Background: an optimization exercise with open tools, aiming at small area. Do not read the settings as production practice. Function was checked by simulation only, so behaviour that the tests miss may differ from the original. The flow treats the clock pin as an ideal source, which a real chip does not have. No activity file was given, so power comes from the tool's default toggle rates.

==> design.v <==
module SE13_Relogio_Aula (clk, rst, speed, dh, uh, dm, um, ds, us);
	input clk, rst, speed;
	output [7:0] dh, uh, dm, um, ds, us;
	reg [14:0] c1;
	reg [5:0]  cc;
	reg clk_1, clk_c, base_ant;
	localparam [14:0] S1 = 15'd28048, M1 = 15'b111011111101110;
	localparam [5:0]  SC = 6'd38,     MC = 6'b001111;
	wire d1 = (c1 & M1) == (S1 & M1);
	wire dc = (cc & MC) == (SC & MC);
	wire base = speed ? clk_1 : clk_c;
	wire p = base & ~base_ant;	 
	always @(posedge clk or negedge rst)
		if (!rst) begin
			c1 <= 15'd23328; cc <= 6'd13; clk_1 <= 0; clk_c <= 0; base_ant <= 0;
		end else begin
			c1 <= {c1[13:0], ~(c1[14] ^ c1[7]) ^ d1};
			clk_1 <= clk_1 ^ d1;
			cc <= {cc[4:0], ~(cc[5] ^ cc[0]) ^ dc};
			clk_c <= clk_c ^ dc;
			base_ant <= base;
		end
	function [3:0] nx_d10;	 
		input e;
		input [3:0] q;
		nx_d10 = q ^ ({4{e}} & {(~q[0] & q[1] & ~q[2]), ~((q[0]) | (~q[1]) | (~q[2] & ~q[3])), (~q[3]) | (~q[1]), (q[1])});
	endfunction
	function last_d10;
		input [3:0] q;
		last_d10 = (q[0] & q[1] & ~q[2] & ~q[3]);
	endfunction
	function [6:0] seg_d10;	 
		input [3:0] q;
		seg_d10 = {~((q[0]) | (q[3]) | (~q[1] & q[2])),
			(q[0] & q[3]) | (~q[0] & q[1] & ~q[3]),
			(q[1]),
			(~q[0] & q[1]),
			(~q[1] & q[3]),
			~((~q[2]) | (~q[0] & q[1])),
			(~q[0] & q[1] & ~q[2])};
	endfunction
	function [2:0] nx_d6;	 
		input e;
		input [2:0] q;
		nx_d6 = q ^ ({3{e}} & {~((q[1]) | (~q[0] & ~q[2])), (~q[2]) | (~q[0] & q[1]), (~q[0] & ~q[2]) | (q[0] & q[2])});
	endfunction
	function last_d6;
		input [2:0] q;
		last_d6 = (~q[1] & q[2]);
	endfunction
	function [6:0] seg_d6;	 
		input [2:0] q;
		seg_d6 = {~((q[2]) | (q[0] & ~q[1])),
			(q[0]),
			(q[1]) | (q[2]),
			~((~q[1]) | (q[0] & q[2])),
			(q[0] & ~q[1]),
			(~q[1] & q[2]),
			~((~q[1]) | (q[0] & q[2]))};
	endfunction
	function [3:0] nx_h10;	 
		input e;
		input [3:0] q;
		nx_h10 = q ^ ({4{e}} & {(q[0]), (q[2]) | (q[1]), (q[0]) | (q[1]), ~((q[2]) | (~q[0] & q[1] & ~q[3]))});
	endfunction
	function last_h10;
		input [3:0] q;
		last_h10 = (q[2] & ~q[3]);
	endfunction
	function [6:0] seg_h10;	 
		input [3:0] q;
		seg_h10 = {~((q[2]) | (q[1]) | (~q[0] & q[3])),
			(q[0] & ~q[1]) | (q[1] & q[3]),
			(q[0]) | (q[2]),
			(q[0] & ~q[2]),
			(q[1] & q[3]),
			(~q[0] & ~q[1] & q[3]),
			(q[0] & ~q[3])};
	endfunction
	reg [3:0] s0, m0, h0;
	reg [2:0] s1, m1;
	reg [1:0] h1;	 
	wire c0 = p & last_d10(s0);
	wire c1s = c0 & last_d6(s1);
	wire c2 = c1s & last_d10(m0);
	wire c3 = c2 & last_d6(m1);
	wire c4 = c3 & last_h10(h0);
	wire wrap = c3 & h1[1] & ((h0[2]));	 
	always @(posedge clk or negedge rst)
		if (!rst) begin
			s0 <= 4'd0; s1 <= 3'd0; m0 <= 4'd0; m1 <= 3'd0; h0 <= 4'd0; h1 <= 0;
		end else begin
			s0 <= nx_d10(p, s0);
			s1 <= nx_d6(c0, s1);
			m0 <= nx_d10(c1s, m0);
			m1 <= nx_d6(c2, m1);
			h0 <= (nx_h10(c3, h0) & ~({4{wrap}} & 4'd3));
			h1 <= {(h1[1] & ~wrap) | (c4 & h1[0]), h1[0] ^ c4};
		end
	assign us = {1'b1, seg_d10(s0)};
	assign ds = {1'b1, seg_d6(s1)};
	assign um = {clk_1, seg_d10(m0)};
	assign dm = {1'b1, seg_d6(m1)};
	assign uh = {clk_1, seg_h10(h0)};
	assign dh = {1'b1, ~h1[1], h1[1] | h1[0], h1[0], h1[0], h1[1], 1'b0, h1[0]};
endmodule
==> flow/run.sh <==
#!/bin/bash
# Layout flow: the standard ORFS flow (standard.sh) with these changes:
#  1. after the standard synthesis, the combinational cells are mapped again
#     for area (flow/reopt.tcl, flow/abc_area_deep.script); registers are kept
#     exactly as the standard synthesis made them;
#  2. ports are buffered with the smallest buffer (buf_1);
#  3. the clock tree uses clkbuf_4 and no dummy loads; after CTS
#     (flow/post_cts_hook.tcl) flip-flops are moved between clock leaf buffers
#     so that none drives more than 11, a clock buffer with 12 or more sinks
#     becomes clkbuf_8
#     and all constant outputs are driven from a single tie cell.
# Each tool's output goes to a log file of its own in this folder.
set -euo pipefail
HERE=$PWD
R=$HERE/orfs/results/$FLOW_PLATFORM/SE13_Relogio_Aula/base
PLAT=$FLOW_HOME/platforms/$FLOW_PLATFORM
LIB=$PLAT/lib/sky130_fd_sc_hd__tt_025C_1v80.lib
YOSYS=$(command -v yosys || echo $FLOW_HOME/../tools/install/yosys/bin/yosys)

bash standard.sh $R/1_2_yosys.v > synth_standard.log 2>&1
cp $R/1_2_yosys.v $HERE/standard_synth.v

DU=$(sed -n '/DONT_USE_CELLS/,/^$/p' $PLAT/config.mk | grep -o 'sky130_fd_sc_hd__[a-z0-9_]*' | sed 's/^/-dont_use /' | tr '\n' ' ')
REOPT_LIB=$LIB REOPT_IN=$HERE/standard_synth.v REOPT_TOP=$FLOW_TOP \
REOPT_SCRIPT=$HERE/flow/abc_area_deep.script REOPT_DONT_USE="$DU" REOPT_OUT=$HERE/reopt.v \
  $YOSYS -c $HERE/flow/reopt.tcl > reopt.log 2>&1
cp $HERE/reopt.v $R/1_2_yosys.v
touch $R/1_2_yosys.v

export BUFFER_PORTS_ARGS="-buffer_cell sky130_fd_sc_hd__buf_1"
export CTS_ARGS="-sink_clustering_enable -repair_clock_nets -dont_use_dummy_load -root_buf sky130_fd_sc_hd__clkbuf_4 -buf_list sky130_fd_sc_hd__clkbuf_4"
export POST_CTS_TCL=$HERE/flow/post_cts_hook.tcl
export CLK_BIG_CELL=sky130_fd_sc_hd__clkbuf_8
export CLK_BIG_FANOUT=12
export CLK_MAX_SINKS=11
bash standard.sh finish > standard.log 2>&1
==> flow/abc_area_deep.script <==
strash
&get -n
&deepsyn -J 100 -T 300
&put
dch -f
map -a
topo
==> flow/post_cts_hook.tcl <==
# Sourced by ORFS's CTS step (POST_CTS_TCL), before it writes its result.
# 2. All constant outputs are driven from a single tie cell.
set db [ord::get_db]
set block [ord::get_db_block]


# Optionally merge CLK_MERGE_LEAVES times the two closest clock leaf buffers,
# so that fewer, larger buffers drive the flip-flops.
if {[info exists ::env(CLK_MERGE_LEAVES)] && $::env(CLK_MERGE_LEAVES)} {
  set root [$block findInst clkbuf_0_clk]
  set rnet [[$root findITerm X] getNet]
  set leaves {}
  foreach it [$rnet getITerms] {
    set inst [$it getInst]
    if {$inst == $root} continue
    if {[string match "sky130_fd_sc_hd__clkbuf_*" [[$inst getMaster] getName]]} { lappend leaves $inst }
  }
  set merges 0
  while {[llength $leaves] >= 2 && $merges < $::env(CLK_MERGE_LEAVES)} {
    incr merges
    set best {}
    set bd 1e30
    for {set i 0} {$i < [llength $leaves]} {incr i} {
      for {set j [expr {$i + 1}]} {$j < [llength $leaves]} {incr j} {
        set a [lindex $leaves $i]; set b [lindex $leaves $j]
        set d [expr {abs([lindex [$a getLocation] 0] - [lindex [$b getLocation] 0]) + abs([lindex [$a getLocation] 1] - [lindex [$b getLocation] 1])}]
        if {$d < $bd} { set bd $d; set best [list $i $j] }
      }
    }
    set a [lindex $leaves [lindex $best 0]]; set b [lindex $leaves [lindex $best 1]]
    set anet [[$a findITerm X] getNet]
    set bnet [[$b findITerm X] getNet]
    foreach it [$bnet getITerms] {
      if {[$it getInst] == $b} continue
      $it disconnect
      $it connect $anet
    }
    [$b findITerm A] disconnect
    odb::dbInst_destroy $b
    odb::dbNet_destroy $bnet
    # place the kept buffer at the centre of its sinks
    set sx 0; set sy 0; set n 0
    foreach it [$anet getITerms] {
      if {[$it getInst] == $a} continue
      set loc [[$it getInst] getLocation]
      incr sx [lindex $loc 0]; incr sy [lindex $loc 1]; incr n
    }
    if {$n > 0} { $a setLocation [expr {$sx / $n}] [expr {$sy / $n}] }
    puts "post_cts_hook: merged [$b getName] into [$a getName] ($n sinks)"
    set leaves [lreplace $leaves [lindex $best 1] [lindex $best 1]]
    set leaves [lreplace $leaves [lindex $best 0] [lindex $best 0]]
  }
}

# Optionally move flip-flops from a clock leaf buffer with more than
# CLK_MAX_SINKS sinks to the nearest leaf buffer with room, so that all leaf
# buffers can stay small.
if {[info exists ::env(CLK_MAX_SINKS)]} {
  set root [$block findInst clkbuf_0_clk]
  set rnet [[$root findITerm X] getNet]
  set leaves {}
  foreach it [$rnet getITerms] {
    set inst [$it getInst]
    if {$inst == $root} continue
    if {[string match "sky130_fd_sc_hd__clkbuf_*" [[$inst getMaster] getName]]} { lappend leaves $inst }
  }
  proc leaf_sinks {leaf} {
    set r {}
    foreach it [[[$leaf findITerm X] getNet] getITerms] {
      if {[$it getInst] != $leaf} { lappend r $it }
    }
    return $r
  }
  set max $::env(CLK_MAX_SINKS)
  for {set guard 0} {$guard < 200} {incr guard} {
    set full {}
    foreach l $leaves { if {[llength [leaf_sinks $l]] > $max} { lappend full $l } }
    if {[llength $full] == 0} break
    set from [lindex $full 0]
    set best {}; set bd 1e30
    foreach it [leaf_sinks $from] {
      set p [[$it getInst] getLocation]
      foreach l $leaves {
        if {$l == $from || [llength [leaf_sinks $l]] >= $max} continue
        set q [$l getLocation]
        set d [expr {abs([lindex $p 0] - [lindex $q 0]) + abs([lindex $p 1] - [lindex $q 1])}]
        if {$d < $bd} { set bd $d; set best [list $it $l] }
      }
    }
    if {$best == {}} break
    set it [lindex $best 0]
    $it disconnect
    $it connect [[[lindex $best 1] findITerm X] getNet]
    puts "post_cts_hook: moved [[$it getInst] getName] from [$from getName] to [[lindex $best 1] getName]"
  }
  # put each leaf buffer at the centre of its sinks
  foreach l $leaves {
    set sx 0; set sy 0; set n 0
    foreach it [leaf_sinks $l] {
      set loc [[$it getInst] getLocation]
      incr sx [lindex $loc 0]; incr sy [lindex $loc 1]; incr n
    }
    if {$n > 0} { $l setLocation [expr {$sx / $n}] [expr {$sy / $n}] }
  }
}

if {[info exists ::env(CLK_ROOT_CELL)]} {
  set root [$block findInst clkbuf_0_clk]
  if {$root != "NULL"} { $root swapMaster [$db findMaster $::env(CLK_ROOT_CELL)] }
}

set big [$db findMaster $::env(CLK_BIG_CELL)]
foreach inst [$block getInsts] {
  if {![string match "sky130_fd_sc_hd__clkbuf_*" [[$inst getMaster] getName]]} continue
  set onet [[$inst findITerm X] getNet]
  if {$onet == "NULL" || [$onet getSigType] != "CLOCK"} continue
  set n 0
  foreach it [$onet getITerms] { if {[$it isInputSignal] || [$it getSigType] == "CLOCK"} { incr n } }
  if {$n >= $::env(CLK_BIG_FANOUT)} {
    puts "post_cts_hook: [$inst getName] drives $n pins, now [$big getName]"
    $inst swapMaster $big
  }
}

set ties {}
foreach inst [$block getInsts] {
  if {[[$inst getMaster] getName] == "sky130_fd_sc_hd__conb_1"} { lappend ties $inst }
}
if {[llength $ties] > 1} {
  set keep [lindex $ties 0]
  foreach pin {HI LO} {
    set knet [[$keep findITerm $pin] getNet]
    foreach t [lrange $ties 1 end] {
      set net [[$t findITerm $pin] getNet]
      if {$net == "NULL"} continue
      if {$knet == "NULL"} {
        [$t findITerm $pin] disconnect
        [$keep findITerm $pin] connect $net
        set knet $net
        continue
      }
      foreach it [$net getITerms] {
        if {[$it getInst] == $t} continue
        $it disconnect
        $it connect $knet
      }
      foreach bt [$net getBTerms] {
        $bt disconnect
        $bt connect $knet
      }
      [$t findITerm $pin] disconnect
      odb::dbNet_destroy $net
    }
  }
  puts "post_cts_hook: [llength $ties] tie cells merged into [$keep getName]"
  foreach t [lrange $ties 1 end] { odb::dbInst_destroy $t }
}

detailed_placement
check_placement -verbose
==> flow/reopt.tcl <==
# Re-map the combinational cells of a mapped netlist for area; registers stay as they are.
yosys -import
set lib $::env(REOPT_LIB)
read_liberty -ignore_miss_func $lib
read_verilog -defer $::env(REOPT_IN)
hierarchy -top $::env(REOPT_TOP)
set seq {}
foreach c [split [exec grep -o {sky130_fd_sc_hd__[a-z0-9_]*} $::env(REOPT_IN) | sort -u] "\n"] {
  if {[regexp {__(df|sdf|edf|dl|sdl|sedf)} $c]} { lappend seq $c }
}
foreach c $seq { setattr -mod -set keep_hierarchy 1 $c }
flatten
opt_clean -purge
setundef -zero
abc -script $::env(REOPT_SCRIPT) -liberty $lib {*}$::env(REOPT_DONT_USE)
opt_clean -purge
splitnets
opt_clean -purge
hilomap -singleton -hicell sky130_fd_sc_hd__conb_1 HI -locell sky130_fd_sc_hd__conb_1 LO
insbuf -buf sky130_fd_sc_hd__buf_1 A X
foreach c $seq { setattr -mod -unset keep_hierarchy $c }
blackbox sky130_fd_sc_hd__*
select -clear
tee -o $::env(REOPT_OUT).stat stat -liberty $lib
write_verilog -noattr -nohex -nodec $::env(REOPT_OUT)
==> standard.sh <==
#!/bin/bash
# synth_recipe.tcl (not shown) runs the flow's synth.tcl, then flattens the netlist and writes it again
# the make line also repeats each setting of config.mk as NAME=value (left out here)
make -C /OpenROAD-flow-scripts/flow DESIGN_CONFIG=/design/flow/config.mk WORK_HOME=/design/flow/orfs CLKGATE_MAP_FILE= SYNTH_SCRIPT=/design/flow/synth_recipe.tcl "${@:-finish}"
==> config.mk <==
export PLATFORM = sky130hd
export DESIGN_NAME = SE13_Relogio_Aula
export DESIGN_NICKNAME = SE13_Relogio_Aula
export VERILOG_FILES = /design/flow/design.v
export SDC_FILE = /design/flow/constraint.sdc
export NUM_CORES = 4
export LEC_CHECK = 0
export CAP_MARGIN = 0
export CORE_MARGIN = 2
export CORE_UTILIZATION = 40
export SLEW_MARGIN = 0
==> constraint.sdc <==
create_clock -name core_clock -period 10.0 [get_ports {clk}]
set_input_delay 2.0000 -clock core_clock [delete_from_list [all_inputs] [get_ports {clk}]]
set_output_delay 2.0000 -clock core_clock [all_outputs]
set_load 0.01 [all_outputs]
==> impl_metrics.csv, run 1 <==
group,metric,value,unit
outcome,outcome,"no timing/DRC/antenna violations",
clock_network,clk_pin_slew,0.12,ns
setup_path,path_max_fanout,7,
hold_path,min_path_cells,0,
final_layout,syn_to_final_growth,11.75,%
global_route,grt_pass1_vias,1222,
sta,rsz0062_at_grt,"no",
floorplanning,coreArea,4294,µm²
detailed_routing,dr.pass1.iters,4,
global_route,grt_pass1_wl,5561,µm
floorplanning,rows,24,
detailed_routing,vias,1243,
global_route,grt_start_max_net_pins,45,
sta,layout_worst_path_cycle_share,39.46,%
placed_design,dp_cells,268,
final_layout,fin_util,45.45,%
pwr,p_int,0.2413,mW
pwr,power.density,185.8,nW/µm²
placed_design,placed_area,1929,µm²
pwr,vdd_drop_max,0.1271,mV
detailed_routing,wl_per_cell,11.29,µm
clock_network,cts_tree,"built",
pwr,p_sw,0.1213,mW
sta,fin_skew,0.01500,ns
floorplanning,io_pins,51,
pwr,p_clk_share,20.6,%
placed_design,hpwl,2123,µm
final_layout,instances_no_fill,269,
detailed_routing,drc,0,
final_layout,stdcell_area,1952,µm²
detailed_routing,wl_met1,1490,µm
synthesis,netlist_instances,185,
global_route,grt_remaining_overflow,0,
final_layout,drive_gt1_share,7.373,%
pwr,pwr-share-comb,22.5,%
sta,fin_setup_tns,0,ns
detailed_routing,postRouteAntennaNets,0,
global_route,antenna_found_initial,0,
final_layout,nNetsFinal,223,
sta,tightest_slew,1.035,ns
final_layout,nFillCells,437,
global_route,grt_usage,14.53,%
detailed_routing,dr_wl_met2,1343,µm
setup_path,cp-end-kind,"register",
detailed_routing,drt_iter0_drc,23,
detailed_routing,wl_met3,163,µm
sta,period_minus_slack,3.946,ns
floorplanning,die_h,70.08,µm
clock_network,clk_latency,0.35,ns
sta,finalMaxSlewViolations,0,
setup_path,worst-setup-path-type,"in -> reg",
final_layout,num_antenna_cells,0,
detailed_routing,viasPerCell,4.621,
placed_design,port-buffer-count,45,
setup_path,arrival,4.18,ns
pwr,p_seq_share,56.9,%
floorplanning,dieArea,4911,µm²
flow_run,max-cap-violations,0,
synthesis,syn_area,1747,µm²
sta,maxSlewHeadroom,31.01,%
detailed_routing,top_layer,"met4",
synthesis,syn_area_per_cell,9.441,µm²
sta,fmaxAchievable,253.4,MHz
floorplanning,die_x,70.08,µm
placed_design,place_congestion,0.7801,
pwr,leakage,0.7760,nW
setup_path,cp-start-kind,"input port",
clock_network,cts_sinks,44,
sta,setup_viol,0,
pwr,switching_share,33.45,%
hold_path,hold_path.class,"reg -> reg",
synthesis,synth_warnings,1,
setup_path,r2r_cells,18,
sta,hold_viol_final,0,
floorplanning,start_util,40.68,%
detailed_routing,routed_wl,3038,µm
setup_path,crit_required,10.24,ns
[metrics by stage]
stage               hold slack (ns)  setup WS, ns  total power [mW]
detailed placement           0.3379         5.632            0.2921
floorplan                    0.3312         6.111            0.2632
global route                 0.3642         5.553            0.3916
finish                       0.3510         6.054            0.3626
global placement             0.3348         5.745            0.2919
[cell usage in the layout, fill, tap and decap left out]
cell,n
buf_1,44
dfrtp_1,35
nor2_1,29
clkinv_1,25
nand2_1,21
a21oi_1,10
o21ai_0,9
dfstp_2,9
nor3_1,8
xor2_1,7
nand3_1,5
clkbuf_4,5
a22oi_1,2
or2_2,1
nor4b_1,1
a21boi_0,1
o32ai_1,1
a211oi_1,1
o22ai_1,1
conb_1,1
clkbuf_2,1
[area by class of cell]
class	instances	area, µm²	area share (%)
clock buffer	5	37.54	1.923
tap	52	65.06	3.333
multi-input combinational	98	473.0	24.23
timing repair buffer	45	170.2	8.718
inverter	25	93.84	4.808
sequential	44	1112	56.99
[metal layers]
layer | up-vias | track usage [%]
met2 | 31 | 21.38
met1 | 567 | 20.38
met3 | 5 | 4.906
li1 | 640 | -
met5 | - | 0
met4 | 0 | 4.701
[flip-flops by register name, summed over array words and instances (netlist names), named ones only]
register and flops:
clk_c 1, s0 4, m0 4, base_ant 1, clk_1 1, h1 2
s1 2, m1 2, c1 15, cc 6, h0 4
[critical path: stages]
cell and delay, ns:
buf_1 0.09, nor2_1 0.04, a21oi_1 0.17, nand2_1 0.09, nor2_1 0.16, clkinv_1 0.10
nor2_1 0.13, nand3_1 0.11, clkinv_1 0.10, nand2_1 0.10, clkinv_1 0.09, nand2_1 0.06
nor2_1 0.13, nand3_1 0.09, clkinv_1 0.12, nand2_1 0.13, nor2_1 0.20, nand2_1 0.11
xor2_1 0.15
[final timing paths]
kind | startpoint | endpoint | slack (ns)
worst max-delay path | speed | h1[0]$_DFF_PN0_ | 6.05
worst min-delay path | c1[11]$_DFF_PN1_ | c1[12]$_DFF_PN1_ | 0.35
worst max register to register | clk_1$_DFF_PN0_ | h1[0]$_DFF_PN0_ | 7.35
worst min register to register | c1[11]$_DFF_PN1_ | c1[12]$_DFF_PN1_ | 0.35
max in group asynchronous | rst | c1[6]$_DFF_PN0_ | 7.55
min in group asynchronous | rst | c1[2]$_DFF_PN0_ | 1.81
[power by group through the flow]
stage	sequential, mW	combinational [mW]	clock [mW]
after global routing	0.210	0.0948	0.0869
after detailed placement	0.210	0.0825	0
after floorplan	0.206	0.0573	0
final	0.206	0.0816	0.0746
after global placement	0.210	0.0822	0
==> run 2: changes to the inputs <==
--- a/flow/run.sh
+++ b/flow/run.sh
@@ -7,5 +7,3 @@
 #  3. the clock tree uses clkbuf_4 and no dummy loads; after CTS
-#     (flow/post_cts_hook.tcl) flip-flops are moved between clock leaf buffers
-#     so that none drives more than 11, a clock buffer with 12 or more sinks
-#     becomes clkbuf_8
+#     (flow/post_cts_hook.tcl) a clock buffer with many sinks becomes clkbuf_8
 #     and all constant outputs are driven from a single tie cell.
@@ -34,3 +32,3 @@
 export CLK_BIG_FANOUT=12
-export CLK_MAX_SINKS=11
+export CLK_ROOT_CELL=sky130_fd_sc_hd__clkbuf_2
 bash standard.sh finish > standard.log 2>&1
--- a/flow/post_cts_hook.tcl
+++ b/flow/post_cts_hook.tcl
@@ -54,5 +54,6 @@
 
-# Optionally move flip-flops from a clock leaf buffer with more than
-# CLK_MAX_SINKS sinks to the nearest leaf buffer with room, so that all leaf
-# buffers can stay small.
+# Optionally regroup the flip-flops among the clock leaf buffers into compact
+# groups of at most CLK_MAX_SINKS (a capacitated k-means on their locations),
+# with each leaf buffer at the centre of its group, so that all leaf buffers
+# can stay small.
 if {[info exists ::env(CLK_MAX_SINKS)]} {
@@ -66,39 +67,58 @@
   }
-  proc leaf_sinks {leaf} {
-    set r {}
-    foreach it [[[$leaf findITerm X] getNet] getITerms] {
-      if {[$it getInst] != $leaf} { lappend r $it }
+  set sinks {}
+  foreach l $leaves {
+    foreach it [[[$l findITerm X] getNet] getITerms] {
+      if {[$it getInst] != $l} { lappend sinks $it }
     }
-    return $r
   }
   set max $::env(CLK_MAX_SINKS)
-  for {set guard 0} {$guard < 200} {incr guard} {
-    set full {}
-    foreach l $leaves { if {[llength [leaf_sinks $l]] > $max} { lappend full $l } }
-    if {[llength $full] == 0} break
-    set from [lindex $full 0]
-    set best {}; set bd 1e30
-    foreach it [leaf_sinks $from] {
-      set p [[$it getInst] getLocation]
-      foreach l $leaves {
-        if {$l == $from || [llength [leaf_sinks $l]] >= $max} continue
-        set q [$l getLocation]
-        set d [expr {abs([lindex $p 0] - [lindex $q 0]) + abs([lindex $p 1] - [lindex $q 1])}]
-        if {$d < $bd} { set bd $d; set best [list $it $l] }
+  set k [llength $leaves]
+  if {$k * $max >= [llength $sinks]} {
+    set cx {}; set cy {}
+    foreach l $leaves { set p [$l getLocation]; lappend cx [lindex $p 0]; lappend cy [lindex $p 1] }
+    for {set iter 0} {$iter < 20} {incr iter} {
+      set pairs {}
+      set si 0
+      foreach it $sinks {
+        set p [[$it getInst] getLocation]
+        for {set j 0} {$j < $k} {incr j} {
+          lappend pairs [list [expr {abs([lindex $p 0] - [lindex $cx $j]) + abs([lindex $p 1] - [lindex $cy $j])}] $si $j]
+        }
+        incr si
+      }
+      set pairs [lsort -real -index 0 $pairs]
+      set assign [lrepeat [llength $sinks] -1]
+      set cnt [lrepeat $k 0]
+      foreach pr $pairs {
+        lassign $pr d si j
+        if {[lindex $assign $si] >= 0 || [lindex $cnt $j] >= $max} continue
+        lset assign $si $j
+        lset cnt $j [expr {[lindex $cnt $j] + 1}]
+      }
+      set sx [lrepeat $k 0]; set sy [lrepeat $k 0]
+      set si 0
+      foreach it $sinks {
+        set p [[$it getInst] getLocation]; set j [lindex $assign $si]
+        lset sx $j [expr {[lindex $sx $j] + [lindex $p 0]}]
+        lset sy $j [expr {[lindex $sy $j] + [lindex $p 1]}]
+        incr si
+      }
+      for {set j 0} {$j < $k} {incr j} {
+        if {[lindex $cnt $j] > 0} {
+          lset cx $j [expr {[lindex $sx $j] / [lindex $cnt $j]}]
+          lset cy $j [expr {[lindex $sy $j] / [lindex $cnt $j]}]
+        }
       }
     }
-    if {$best == {}} break
-    set it [lindex $best 0]
-    $it disconnect
-    $it connect [[[lindex $best 1] findITerm X] getNet]
-    puts "post_cts_hook: moved [[$it getInst] getName] from [$from getName] to [[lindex $best 1] getName]"
-  }
-  # put each leaf buffer at the centre of its sinks
-  foreach l $leaves {
-    set sx 0; set sy 0; set n 0
-    foreach it [leaf_sinks $l] {
-      set loc [[$it getInst] getLocation]
-      incr sx [lindex $loc 0]; incr sy [lindex $loc 1]; incr n
+    set si 0
+    foreach it $sinks {
+      set l [lindex $leaves [lindex $assign $si]]
+      set net [[$l findITerm X] getNet]
+      if {[$it getNet] != $net} { $it disconnect; $it connect $net }
+      incr si
     }
-    if {$n > 0} { $l setLocation [expr {$sx / $n}] [expr {$sy / $n}] }
+    for {set j 0} {$j < $k} {incr j} {
+      [lindex $leaves $j] setLocation [expr {int([lindex $cx $j])}] [expr {int([lindex $cy $j])}]
+      puts "post_cts_hook: [[lindex $leaves $j] getName] drives [lindex $cnt $j] flip-flops"
+    }
   }
==> run 2 against run 1 <==
Net effect:
- worst hold slack got worse by 0.015 ns
- worst setup slack improved by 0.022 ns
- clock skew rose by 0.0084 ns
- highest routed layer unchanged
- register-to-register slack improved by 0.02 ns
- die area did not move
- sequential share of layout area fell by 0.11 points
- cell count did not move
- global-route usage did not move
- core utilization rose by 0.088 points
- first-iteration DRC count rose to 2.5 times the previous value
==> impl_metrics.csv, run 2 <==
group,metric,value,unit
floorplanning,coreArea,4294,µm²
setup_path,cp-end-kind,"register",
final_layout,layout_common_cells,"buf_1, dfrtp_1, nor2_1",
pwr,p_clk_share,20.8,%
detailed_routing,drc,0,
global_route,grt_pass1_wl,5568,µm
outcome,outcome,"no timing/DRC/antenna violations",
final_layout,top_register,"c1",
detailed_routing,routed_wl,2998,µm
detailed_routing,dr.pass1.iters,4,
final_layout,layout_commonest_cell,"buf_1",
setup_path,crit_required,10.26,ns
setup_path,cp-start-kind,"input port",
sta,layout_worst_path_cycle_share,39.24,%
sta,holdWs,0.3361,ns
hold_path,hold_path.class,"reg -> reg",
pwr,pwr-share-comb,22.5,%
pwr,power.density,185.9,nW/µm²
sta,finalMaxSlewViolations,0,
detailed_routing,wl_per_cell,11.14,µm
detailed_routing,postRouteAntennaNets,0,
sta,fmaxAchievable,254.9,MHz
global_route,grt_pass1_vias,1222,
detailed_routing,vias,1244,
sta,setup_viol,0,
pwr,p_seq_share,56.8,%
global_route,grt_remaining_overflow,0,
pwr,vdd_drop_max,0.1269,mV
placed_design,hpwl,2123,µm
clock_network,cts_sinks,44,
synthesis,synth_warnings,1,
floorplanning,io_pins,51,
sta,period_minus_slack,3.924,ns
floorplanning,rows,24,
synthesis,netlist_instances,185,
final_layout,top_regs,"c1 x15, cc x6",
clock_network,clk_pin_slew,0.11,ns
placed_design,placed_area,1929,µm²
final_layout,syn_to_final_growth,11.96,%
synthesis,syn_area_per_cell,9.441,µm²
pwr,p_total,0.3635,mW
final_layout,stdcell_area,1956,µm²
final_layout,nNetsFinal,223,
setup_path,arrival,4.18,ns
global_route,antenna_found_initial,0,
flow_run,max-cap-violations,0,
final_layout,num_antenna_cells,0,
sta,maxSlewHeadroom,30.75,%
floorplanning,start_util,40.68,%
pwr,switching_share,33.02,%
detailed_routing,drt_iter0_drc,58,
sta,tightest_slew,1.039,ns
placed_design,place_congestion,0.7801,
placed_design,port-buffer-count,45,
sta,fin_setup_tns,0,ns
sta,hold_viol_final,0,
floorplanning,die_h,70.08,µm
clock_network,cts_tree,"built",
global_route,grt_usage,14.53,%
pwr,p_sw,0.1200,mW
setup_path,worst-setup-path-type,"in -> reg",
synthesis,syn_area,1747,µm²
detailed_routing,viasPerCell,4.625,
sta,rsz0062_at_grt,"no",
pwr,leakage,0.7782,nW
final_layout,instances_no_fill,269,
clock_network,clk_latency,0.36,ns
placed_design,dp_cells,268,
setup_path,path_max_fanout,7,
final_layout,largest_reg_flops,15,
global_route,grt_start_max_net_pins,45,
final_layout,drive_gt1_share,7.373,%
pwr,p_int,0.2435,mW
floorplanning,dieArea,4911,µm²
floorplanning,die_x,70.08,µm
sta,fin_skew,0.02335,ns
run 2: final timing paths:
path,start,to,slack (ns),cells past startpoint
worst max-delay path,speed,h1[0]$_DFF_PN0_,6.08,19
worst min-delay path,c1[11]$_DFF_PN1_,c1[12]$_DFF_PN1_,0.34,0
worst max register to register,clk_1$_DFF_PN0_,h1[0]$_DFF_PN0_,7.37,18
worst min register to register,c1[11]$_DFF_PN1_,c1[12]$_DFF_PN1_,0.34,0
max in group asynchronous,rst,s1[2]$_DFF_PN0_,7.54,1
min in group asynchronous,rst,c1[3]$_DFF_PN0_,1.81,1
run 2: final cells by class:
| class | count | area [µm²] |
|---|---|---|
| multi-input combinational | 98 | 473.0 |
| inverter | 25 | 93.84 |
| clock buffer | 5 | 41.29 |
| tap | 52 | 65.06 |
| sequential | 44 | 1112 |
| timing repair buffer | 45 | 170.2 |
| fill | 437 | 2338 |
run 2: worst max-delay path, cell delays in order:
cell      delay (ns)
buf_1           0.09
nor2_1          0.04
a21oi_1         0.17
nand2_1         0.09
nor2_1          0.16
clkinv_1        0.10
nor2_1          0.13
nand3_1         0.11
clkinv_1        0.10
nand2_1         0.10
clkinv_1        0.09
nand2_1         0.06
nor2_1          0.13
nand3_1         0.09
clkinv_1        0.12
nand2_1         0.13
nor2_1          0.20
nand2_1         0.11
xor2_1          0.15
run 2: metrics by stage:
step / utilization (%) / worst slack, ns
2_1_floorplan: - / 6.111
3_3_place_gp: 44.93 / 5.745
3_5_place_dp: 44.93 / 5.632
5_1_grt: 45.54 / 5.602
6_report: 45.54 / 6.076
run 2: per-layer routing:
layer | part of all wire (%) | vias up | track usage, %
li1 | - | 637 | -
met5 | 0 | - | 0
met2 | 43 | 31 | 21.06
met4 | 1.3 | 0 | 4.701
met3 | 5.5 | 5 | 5.339
met1 | 51 | 571 | 20.38
run 2: power by group through the flow:
stage / Clock, mW / Combinational [mW] / Sequential [mW]
2_1_floorplan: 0 / 0.0573 / 0.206
3_3_place_gp: 0 / 0.0822 / 0.210
3_5_place_dp: 0 / 0.0825 / 0.210
5_1_grt: 0.0879 / 0.0948 / 0.210
6_report: 0.0755 / 0.0816 / 0.206
==> run 3: changes to the inputs <==
--- a/flow/run.sh
+++ b/flow/run.sh
@@ -28,3 +28,3 @@
 export BUFFER_PORTS_ARGS="-buffer_cell sky130_fd_sc_hd__buf_1"
-export CTS_ARGS="-sink_clustering_enable -repair_clock_nets -dont_use_dummy_load -root_buf sky130_fd_sc_hd__clkbuf_4 -buf_list sky130_fd_sc_hd__clkbuf_4"
+export CTS_ARGS="-sink_clustering_enable -repair_clock_nets -dont_use_dummy_load -sink_clustering_size 11 -root_buf sky130_fd_sc_hd__clkbuf_4 -buf_list sky130_fd_sc_hd__clkbuf_4"
 export POST_CTS_TCL=$HERE/flow/post_cts_hook.tcl
@@ -32,3 +32,2 @@
 export CLK_BIG_FANOUT=12
-export CLK_ROOT_CELL=sky130_fd_sc_hd__clkbuf_2
 bash standard.sh finish > standard.log 2>&1
==> run 3 against run 2 <==
Net effect:
- routed wire length is essentially flat
- count of clock-buffer cells in the layout unchanged
- largest cell class unchanged
- sequential power is essentially flat
- combinational power hardly changed
- register-to-register slack barely moved
- highest routed layer unchanged
- global-route usage unchanged
- total power increased by 0.63%
- sequential cell count did not move
- non-clock buffer count did not move
- first-iteration DRC count unchanged
==> impl_metrics.csv, run 3 <==
group,metric,value,unit
setup_path,r2r_end,"h1[0]$_DFF_PN0_",
setup_path,r2r-start,"clk_1$_DFF_PN0_",
setup_path,worst-setup-path-type,"in -> reg",
pwr,p_total,0.3658,mW
sta,fin_skew,0.02296,ns
outcome,outcome,"no timing/DRC/antenna violations",
hold_path,hold_end,"c1[12]$_DFF_PN1_",
setup_path,path_max_fanout,7,
synthesis,syn_area_per_cell,9.441,µm²
global_route,grt_pass1_vias,1222,
sta,hold_viol_final,0,
final_layout,top_regs,"c1 x15, cc x6",
global_route,grt_start_max_net_pins,45,
sta,holdWs,0.3360,ns
pwr,power.density,186.8,nW/µm²
setup_path,arrival,4.18,ns
sta,fin_setup_tns,0,ns
clock_network,cts_tree,"built",
final_layout,top_register,"c1",
sta,finalMaxSlewViolations,0,
final_layout,layout_common_cells,"buf_1, dfrtp_1, nor2_1",
synthesis,synth_warnings,1,
setup_path,r2r_cells,18,
global_route,grt_pass1_wl,5568,µm
detailed_routing,drc,0,
setup_path,cp-end-kind,"register",
setup_path,crit_required,10.24,ns
global_route,grt_usage,14.53,%
setup_path,cp-start-kind,"input port",
sta,period_minus_slack,3.944,ns
floorplanning,io_pins,51,
detailed_routing,routed_wl,2997,µm
floorplanning,dieArea,4911,µm²
final_layout,regArea,1112,µm²
floorplanning,die_h,70.08,µm
detailed_routing,viasPerCell,4.617,
detailed_routing,postRouteAntennaNets,0,
clock_network,clk_latency,0.34,ns
hold_path,hold_path.class,"reg -> reg",
final_layout,nFillCells,437,
global_route,antenna_found_initial,0,
global_route,grt_remaining_overflow,0,
synthesis,syn_area,1747,µm²
hold_path,min_path_cells,0,
sta,tightest_slew,1.039,ns
placed_design,port-buffer-count,45,
final_layout,num_antenna_cells,0,
final_layout,nNetsFinal,223,
final_layout,multi_input_comb_area,473.0,µm²
flow_run,max-cap-violations,0,
detailed_routing,dr.pass1.iters,4,
setup_path,slowest_delay,0.20,ns
pwr,vdd_drop_max,0.1270,mV
floorplanning,rows,24,
detailed_routing,wl_per_cell,11.14,µm
final_layout,largest_reg_flops,15,
floorplanning,coreArea,4294,µm²
synthesis,netlist_instances,185,
clock_network,cts_sinks,44,
setup_path,cp_slowest_cell,"nor2_1",
final_layout,syn_to_final_growth,12.11,%
sta,maxSlewHeadroom,30.76,%
floorplanning,start_util,40.68,%
final_layout,layout_commonest_cell,"buf_1",
hold_path,min_from,"c1[11]$_DFF_PN1_",
sta,rsz0062_at_grt,"no",
setup_path,path_cells,"buf_1, nor2_1, a21oi_1, nand2_1, nor2_1, clkinv_1, nor2_1, nand3_1, clkinv_1, nand2_1, clkinv_1, nand2_1, nor2_1, nand3_1, clkinv_1, nand2_1, nor2_1, nand2_1, xor2_1",
pwr,leakage,0.7786,nW
final_layout,drive_gt1_share,7.373,%
floorplanning,die_x,70.08,µm
setup_path,reg2reg_slack,7.37,ns
sta,setup_viol,0,
sta,layout_worst_path_cycle_share,39.44,%
detailed_routing,drt_iter0_drc,58,
final_layout,fin_util,45.60,%
sta,fmaxAchievable,253.6,MHz
detailed_routing,vias,1242,
clock_network,clk_pin_slew,0.11,ns
placed_design,place_congestion,0.7801,
placed_design,hpwl,2123,µm
-- run 3: per-layer routing --
layer / track usage [%] / routed length [µm] / vias to the layer above
li1: - / - / 637
met2: 21.06 / 1276 / 31
met3: 5.339 / 164 / 5
met1: 20.38 / 1517 / 569
met4: 4.701 / 39 / 0
met5: 0 / 0 / -
-- run 3: cell type report --
cell class,instances,share of cell area [%]
clock buffers,5,2.236
inverters,25,4.792
well taps,52,3.323
repair buffers,45,8.690
flip-flops and latches,44,56.81
multi-input cells,98,24.15
-- run 3: how the worst max path moves through the flow --
stage	from	end	slack [ns]	cells after the start
finish	speed	h1[0]$_DFF_PN0_	6.06	19
global route	speed	h1[0]$_DFF_PN0_	5.57	19
detailed placement	speed	h1[0]$_DFF_PN0_	5.63	19
global placement	speed	h1[0]$_DFF_PN0_	5.74	19
floorplan	speed	h1[0]$_DFF_PN0_	6.11	18
-- run 3: critical path: cells and delay by family --
| family | cells | cell delay, ns |
|---|---|---|
| AOI/OAI and AO/OA | 1 | 0.17 |
| xor gates and xnor gates | 1 | 0.15 |
| buffers and inverters | 5 | 0.50 |
| and+or+nand+nor | 12 | 1.35 |
-- run 3: stage by stage --
step,setup slack (ns),cell area [µm²],std cells
2_1_floorplan,6.111,1758,188
5_1_grt,5.566,1958,269
3_5_place_dp,5.632,1929,268
6_report,6.056,1958,269
3_3_place_gp,5.745,1929,268
-- run 3: power by group --
| group | leakage, nW | switching [mW] | internal (mW) |
|---|---|---|---|
| Clock | 0.0256 | 0.0499 | 0.0279 |
| Combinational | 0.262 | 0.0554 | 0.0262 |
| Sequential | 0.491 | 0.0148 | 0.192 |
==> run 4: changes to the inputs <==
--- a/flow/run.sh
+++ b/flow/run.sh
@@ -7,4 +7,6 @@
 #  3. the clock tree uses clkbuf_4 and no dummy loads; after CTS
-#     (flow/post_cts_hook.tcl) a clock buffer with many sinks becomes clkbuf_8
-#     and all constant outputs are driven from a single tie cell.
+#     (flow/post_cts_hook.tcl) the root clock buffer, which drives only the
+#     leaf clock buffers, becomes clkbuf_2, a leaf clock buffer with 12 or
+#     more flip-flops becomes clkbuf_8, and all constant outputs are driven
+#     from a single tie cell.
 # Each tool's output goes to a log file of its own in this folder.
@@ -28,3 +30,3 @@
 export BUFFER_PORTS_ARGS="-buffer_cell sky130_fd_sc_hd__buf_1"
-export CTS_ARGS="-sink_clustering_enable -repair_clock_nets -dont_use_dummy_load -sink_clustering_size 11 -root_buf sky130_fd_sc_hd__clkbuf_4 -buf_list sky130_fd_sc_hd__clkbuf_4"
+export CTS_ARGS="-sink_clustering_enable -repair_clock_nets -dont_use_dummy_load -root_buf sky130_fd_sc_hd__clkbuf_4 -buf_list sky130_fd_sc_hd__clkbuf_4"
 export POST_CTS_TCL=$HERE/flow/post_cts_hook.tcl
@@ -32,2 +34,3 @@
 export CLK_BIG_FANOUT=12
+export CLK_ROOT_CELL=sky130_fd_sc_hd__clkbuf_2
 bash standard.sh finish > standard.log 2>&1
==> run 4 against run 3 <==
Net effect:
- still clean on timing, DRC and antenna
- sequential cell count stayed put
- die area stayed put
- highest routed layer unchanged
- sequential share of layout area is 0.073 points higher
- critical endpoint unchanged
- area after synthesis stayed put
- register-to-register slack hardly changed
- synthesized cell count stayed put
==> impl_metrics.csv, run 4 <==
group,metric,value,unit
clock_network,clk_latency,0.36,ns
global_route,grt_pass1_wl,5568,µm
detailed_routing,postRouteAntennaNets,0,
final_layout,layout_common_cells,"buf_1, dfrtp_1, nor2_1",
global_route,grt_start_max_net_pins,45,
sta,holdWs,0.3361,ns
clock_network,cts_tree,"built",
sta,maxSlewHeadroom,30.75,%
detailed_routing,wl_per_cell,11.14,µm
sta,setup_viol,0,
final_layout,nFillCells,437,
final_layout,top_regs,"c1 x15, cc x6",
outcome,outcome,"no timing/DRC/antenna violations",
detailed_routing,dr.pass1.iters,4,
setup_path,crit_required,10.26,ns
setup_path,path_max_fanout,7,
sta,rsz0062_at_grt,"no",
final_layout,largest_reg_flops,15,
final_layout,nNetsFinal,223,
final_layout,multi_input_comb_area,473.0,µm²
sta,fmaxAchievable,254.9,MHz
sta,period_minus_slack,3.924,ns
detailed_routing,drc,0,
placed_design,hpwl,2123,µm
pwr,power.density,185.9,nW/µm²
floorplanning,io_pins,51,
global_route,grt_usage,14.53,%
floorplanning,rows,24,
sta,worst_slack,6.076,ns
pwr,p_total,0.3635,mW
setup_path,r2r-start,"clk_1$_DFF_PN0_",
final_layout,stdcell_area,1956,µm²
sta,tightest_slew,1.039,ns
sta,layout_worst_path_cycle_share,39.24,%
placed_design,place_congestion,0.7801,
sta,finalMaxSlewViolations,0,
detailed_routing,vias,1244,
synthesis,netlist_instances,185,
hold_path,hold_path.class,"reg -> reg",
detailed_routing,drt_iter0_drc,58,
final_layout,drive_gt1_share,7.373,%
floorplanning,dieArea,4911,µm²
global_route,grt_pass1_vias,1222,
setup_path,cp-end-kind,"register",
floorplanning,start_util,40.68,%
placed_design,pre_cts_ws,5.632,ns
detailed_routing,viasPerCell,4.625,
placed_design,placed_area,1929,µm²
sta,hold_viol_final,0,
sta,fin_skew,0.02335,ns
synthesis,syn_area,1747,µm²
pwr,vdd_drop_max,0.1269,mV
floorplanning,die_x,70.08,µm
hold_path,min_from,"c1[11]$_DFF_PN1_",
final_layout,top_register,"c1",
pwr,leakage,0.7782,nW
final_layout,layout_commonest_cell,"buf_1",
setup_path,arrival,4.18,ns
floorplanning,coreArea,4294,µm²
synthesis,syn_area_per_cell,9.441,µm²
setup_path,cp-start-kind,"input port",
synthesis,synth_warnings,1,
final_layout,num_antenna_cells,0,
setup_path,worst-setup-path-type,"in -> reg",
clock_network,clk_pin_slew,0.11,ns
global_route,antenna_found_initial,0,
detailed_routing,routed_wl,2998,µm
final_layout,regArea,1112,µm²
setup_path,critPathLaunch,"speed",
final_layout,syn_to_final_growth,11.96,%
placed_design,port-buffer-count,45,
global_route,grt_remaining_overflow,0,
flow_run,max-cap-violations,0,
floorplanning,die_h,70.08,µm
clock_network,cts_sinks,44,
sta,fin_setup_tns,0,ns
[run 4: final timing paths]
path                                     to  slack (ns)  cells after the start
hold / removal             c1[12]$_DFF_PN1_        0.34                      0
setup / recovery            h1[0]$_DFF_PN0_        6.08                     19
min in group asynchronous   c1[3]$_DFF_PN0_        1.81                      1
setup reg to reg            h1[0]$_DFF_PN0_        7.37                     18
hold reg to reg            c1[12]$_DFF_PN1_        0.34                      0
max in group asynchronous   s1[2]$_DFF_PN0_        7.54                      1
[run 4: metal layers]
layer	vias up	GRT usage (%)	wire, µm
met1	571	20.38	1518
met5	-	0	0
met4	0	4.701	38
li1	637	-	-
met3	5	5.339	166
met2	31	21.06	1275
[run 4: through the flow]
stage | util (%) | cells
floorplan | - | 188
detailed placement | 44.93 | 268
global route | 45.54 | 269
finish | 45.54 | 269
global placement | 44.93 | 268
[run 4: area by class of cell]
cell class                      instances  area share [%]
Sequential cell                        44           56.88
Multi-Input combinational cell         98           24.18
Timing Repair Buffer                   45           8.701
Inverter                               25           4.798
Tap cell                               52           3.327
Clock buffer                            5           2.111
[run 4: critical path, cell delays in order]
cell and delay, ns:
buf_1 0.09, nor2_1 0.04, a21oi_1 0.17, nand2_1 0.09, nor2_1 0.16, clkinv_1 0.10, nor2_1 0.13, nand3_1 0.11
clkinv_1 0.10, nand2_1 0.10, clkinv_1 0.09, nand2_1 0.06, nor2_1 0.13, nand3_1 0.09, clkinv_1 0.12, nand2_1 0.13
nor2_1 0.20, nand2_1 0.11, xor2_1 0.15
[run 4: power breakdown]
group	internal, mW	total (mW)	leakage, nW	switching (mW)
Clock	0.0257	0.0755	0.0251	0.0498
Sequential	0.192	0.206	0.491	0.0148
Combinational	0.0262	0.0816	0.262	0.0554
Total	0.243	0.363	0.778	0.120
==> run 5: changes to the inputs <==
--- a/design.v
+++ b/design.v
@@ -60,24 +60,5 @@
 	endfunction
-	function [3:0] nx_h10;	 
-		input e;
-		input [3:0] q;
-		nx_h10 = q ^ ({4{e}} & {(q[0]), (q[2]) | (q[1]), (q[0]) | (q[1]), ~((q[2]) | (~q[0] & q[1] & ~q[3]))});
-	endfunction
-	function last_h10;
-		input [3:0] q;
-		last_h10 = (q[2] & ~q[3]);
-	endfunction
-	function [6:0] seg_h10;	 
-		input [3:0] q;
-		seg_h10 = {~((q[2]) | (q[1]) | (~q[0] & q[3])),
-			(q[0] & ~q[1]) | (q[1] & q[3]),
-			(q[0]) | (q[2]),
-			(q[0] & ~q[2]),
-			(q[1] & q[3]),
-			(~q[0] & ~q[1] & q[3]),
-			(q[0] & ~q[3])};
-	endfunction
-	reg [3:0] s0, m0, h0;
+	reg [3:0] s0, m0;
+	reg [4:0] hr;	 
 	reg [2:0] s1, m1;
-	reg [1:0] h1;	 
 	wire c0 = p & last_d10(s0);
@@ -86,7 +67,5 @@
 	wire c3 = c2 & last_d6(m1);
-	wire c4 = c3 & last_h10(h0);
-	wire wrap = c3 & h1[1] & ((h0[2]));	 
 	always @(posedge clk or negedge rst)
 		if (!rst) begin
-			s0 <= 4'd0; s1 <= 3'd0; m0 <= 4'd0; m1 <= 3'd0; h0 <= 4'd0; h1 <= 0;
+			s0 <= 4'd0; s1 <= 3'd0; m0 <= 4'd0; m1 <= 3'd0; hr <= 5'd8;
 		end else begin
@@ -96,4 +75,3 @@
 			m1 <= nx_d6(c2, m1);
-			h0 <= (nx_h10(c3, h0) & ~({4{wrap}} & 4'd3));
-			h1 <= {(h1[1] & ~wrap) | (c4 & h1[0]), h1[0] ^ c4};
+			hr <= hr ^ ({5{c3}} & {(hr[0] & hr[1] & ~hr[2] & ~hr[3]) | (hr[0] & ~hr[1] & hr[2] & ~hr[3] & ~hr[4]), ~((~hr[0] & hr[1] & hr[2] & ~hr[3]) | (hr[0] & ~hr[1] & ~hr[2] & ~hr[3])), (hr[0] & ~hr[1] & ~hr[3]), (hr[0] & ~hr[2] & ~hr[3]) | (hr[1] & hr[2] & hr[3]) | (hr[0] & ~hr[1] & ~hr[3] & hr[4]), (~hr[3])});
 		end
@@ -103,4 +81,4 @@
 	assign dm = {1'b1, seg_d6(m1)};
-	assign uh = {clk_1, seg_h10(h0)};
-	assign dh = {1'b1, ~h1[1], h1[1] | h1[0], h1[0], h1[0], h1[1], 1'b0, h1[0]};
+	assign uh = {clk_1, ~((hr[0]) | (hr[1] & hr[2])), ~((hr[0] & hr[2]) | (hr[1] & hr[2]) | (~hr[0] & hr[3])), (~hr[3]), (~hr[0] & ~hr[3]), (hr[0] & ~hr[2] & hr[3]), ~((~hr[1]) | (~hr[2]) | (~hr[0] & ~hr[3])), ~((hr[0]) | (hr[3]) | (~hr[1] & hr[2]))};
+	assign dh = {1'b1, (~hr[1]) | (hr[2]), (hr[4]), ~((~hr[4]) | (hr[1] & ~hr[2])), ~((~hr[4]) | (hr[1] & ~hr[2])), (hr[1] & ~hr[2]), 1'b0, ~((~hr[4]) | (hr[1] & ~hr[2]))};
 endmodule
==> run 5 against run 4 <==
Net effect:
- still clean on timing, DRC and antenna
- fmax down 1.8%
- register-to-register slack got worse by 0.05 ns
- critical path depth rose by 2
- count of clock-buffer cells in the layout unchanged
- global-route usage shrank 0.29 points
- routed wire length is 1.1% lower
- sequential cell count fell by 1
- worst hold slack better by 0.0079 ns
- non-clock buffer count did not move
- synthesized cell count rose by 1.6%
- cell count grew 0.74%
- sequential share of layout area shrank 0.86 points
- critical path type unchanged
- critical endpoint is now hr[4]$_DFF_PN0_
==> impl_metrics.csv, run 5 <==
group,metric,value,unit
final_layout,layout_commonest_cell,"buf_1",
placed_design,place_congestion,0.7724,
pwr,vdd_drop_max,0.1170,mV
floorplanning,rows,23,
hold_path,hold_path.class,"reg -> reg",
final_layout,top_register,"c1",
clock_network,cts_tree,"built",
sta,worst_slack,6.004,ns
placed_design,port-buffer-count,45,
final_layout,syn_to_final_growth,12.13,%
sta,fin_setup_tns,0,ns
synthesis,syn_area,1733,µm²
global_route,grt_usage,14.24,%
detailed_routing,routed_wl,2965,µm
synthesis,synth_warnings,1,
setup_path,crit_required,10.28,ns
final_layout,nFillCells,410,
sta,finalMaxSlewViolations,0,
global_route,grt_start_max_net_pins,44,
floorplanning,dieArea,4875,µm²
setup_path,cp-end-kind,"register",
detailed_routing,dr.pass1.iters,4,
clock_network,cts_sinks,43,
global_route,grt_pass1_wl,5409,µm
setup_path,path_max_fanout,5,
synthesis,netlist_instances,188,
flow_run,max-cap-violations,0,
final_layout,drive_gt1_share,7.692,%
sta,setup_viol,0,
sta,fmaxAchievable,250.2,MHz
sta,fin_skew,0.02629,ns
floorplanning,die_x,69.82,µm
final_layout,largest_reg_flops,15,
global_route,grt_pass1_vias,1172,
pwr,power.density,179.3,nW/µm²
floorplanning,io_pins,51,
floorplanning,die_h,69.82,µm
global_route,grt_remaining_overflow,0,
setup_path,arrival,4.28,ns
final_layout,num_antenna_cells,0,
outcome,outcome,"no timing/DRC/antenna violations",
placed_design,pre_cts_ws,5.619,ns
final_layout,fin_util,47.55,%
placed_design,hpwl,2087,µm
detailed_routing,postRouteAntennaNets,0,
final_layout,layout_common_cells,"buf_1, dfrtp_1, nor2_1",
floorplanning,start_util,42.41,%
detailed_routing,viasPerCell,4.675,
detailed_routing,vias,1267,
global_route,antenna_found_initial,0,
sta,maxSlewHeadroom,32.83,%
synthesis,syn_area_per_cell,9.218,µm²
pwr,leakage,0.7830,nW
clock_network,clk_latency,0.36,ns
sta,hold_viol_final,0,
setup_path,worst-setup-path-type,"in -> reg",
floorplanning,coreArea,4086,µm²
sta,layout_worst_path_cycle_share,39.96,%
detailed_routing,wl_per_cell,10.94,µm
sta,tightest_slew,1.008,ns
sta,period_minus_slack,3.996,ns
detailed_routing,drt_iter0_drc,36,
final_layout,top_regs,"c1 x15, cc x6, hr x5",
detailed_routing,drc,0,
setup_path,cp-start-kind,"input port",
sta,rsz0062_at_grt,"no",
clock_network,clk_pin_slew,0.10,ns
final_layout,nNetsFinal,227,
run 5: worst paths after layout:
path | to | slack (ns) | depth (start not counted) | start
max in group asynchronous | c1[7]$_DFF_PN0_ | 7.56 | 1 | rst
worst min-delay path | c1[9]$_DFF_PN1_ | 0.34 | 0 | c1[8]$_DFF_PN1_
worst min register to register | c1[9]$_DFF_PN1_ | 0.34 | 0 | c1[8]$_DFF_PN1_
worst max register to register | hr[4]$_DFF_PN0_ | 7.32 | 20 | clk_1$_DFF_PN0_
worst max-delay path | hr[4]$_DFF_PN0_ | 6.00 | 21 | speed
min in group asynchronous | s0[2]$_DFF_PN0_ | 1.79 | 1 | rst
run 5: worst max-delay path, stage by stage:
cell      delay, ns
buf_1          0.09
nor2_1         0.04
a21oi_1        0.15
nand2_1        0.12
nor2_1         0.12
clkinv_1       0.08
nor2_1         0.12
nand3_1        0.09
clkinv_1       0.09
nand2_1        0.11
clkinv_1       0.08
nand2_1        0.06
nor2_1         0.12
nand3_1        0.09
clkinv_1       0.09
nand2_1        0.10
nor2_1         0.20
nand2_1        0.14
nor3_1         0.24
nand2_1        0.07
o21ai_0        0.07
run 5: where the power goes:
part	internal (mW)	switching, mW
registers	0.186	0.0127
clock network	0.0257	0.0475
logic	0.0242	0.0521
total	0.236	0.112
run 5: area by class of cell:
| type | count | area (µm²) | area share (%) |
|---|---|---|---|
| Sequential cell | 43 | 1089 | 56.02 |
| Multi-Input combinational cell | 101 | 479.2 | 24.66 |
| Timing Repair Buffer | 45 | 170.2 | 8.757 |
| Inverter | 27 | 101.3 | 5.216 |
| Tap cell | 50 | 62.56 | 3.220 |
| Clock buffer | 5 | 41.29 | 2.125 |
run 5: metrics by stage:
| stage | power (mW) | std cells | hold slack, ns | area, µm² |
|---|---|---|---|---|
| after floorplan | 0.2533 | 191 | 0.3312 | 1744 |
| after global placement | 0.2793 | 270 | 0.3322 | 1917 |
| after detailed placement | 0.2791 | 270 | 0.3347 | 1917 |
| after global routing | 0.3764 | 271 | 0.3386 | 1943 |
| final | 0.3484 | 271 | 0.3440 | 1943 |
run 5: routing by layer:
layer  global-route usage (%)  wire length (µm)  vias to the layer above
met5                        0                 0                        -
met4                    5.128                40                        0
met3                    6.105               225                        4
met2                    20.00              1240                       41
met1                    19.62              1458                      569
li1                         -                 -                      653

==> static timing again, ports no longer ideal <==
How much do the figures lean on ideal ports? The routed layouts below were timed once more, with nothing changed but the port constraints. Step 1 assumes that a clkbuf_16 drives the clock port and a buf_2 every other input. Step 2 also shifts input and output timing later by t, the mid clock arrival at the registers, as if the neighbouring blocks saw the same clock. a / b / c = no drivers / after step 1 / after step 2; a / b = the first two.
run | t, ns | slack for setup (ns) | latest minus earliest clock arrival (ns) | worst slew at a driven data input, ns | cell pins on the clock port's net
run 1 | 0.364 | 6.054 / 6.053 / 5.689 | 0.015 / 0.015 | 0.03 | 1
run 2 | 0.371 | 6.076 / 6.077 / 5.705 | 0.023 / 0.023 | 0.03 | 1
run 3 | 0.352 | 6.056 / 6.057 / 5.705 | 0.023 / 0.023 | 0.03 | 1
run 4 | 0.371 | 6.076 / 6.077 / 5.705 | 0.023 / 0.023 | 0.03 | 1
run 5 | 0.366 | 6.004 / 6.002 / 5.636 | 0.027 / 0.027 | 0.03 | 1
After both steps setup and hold are still met in every run listed.
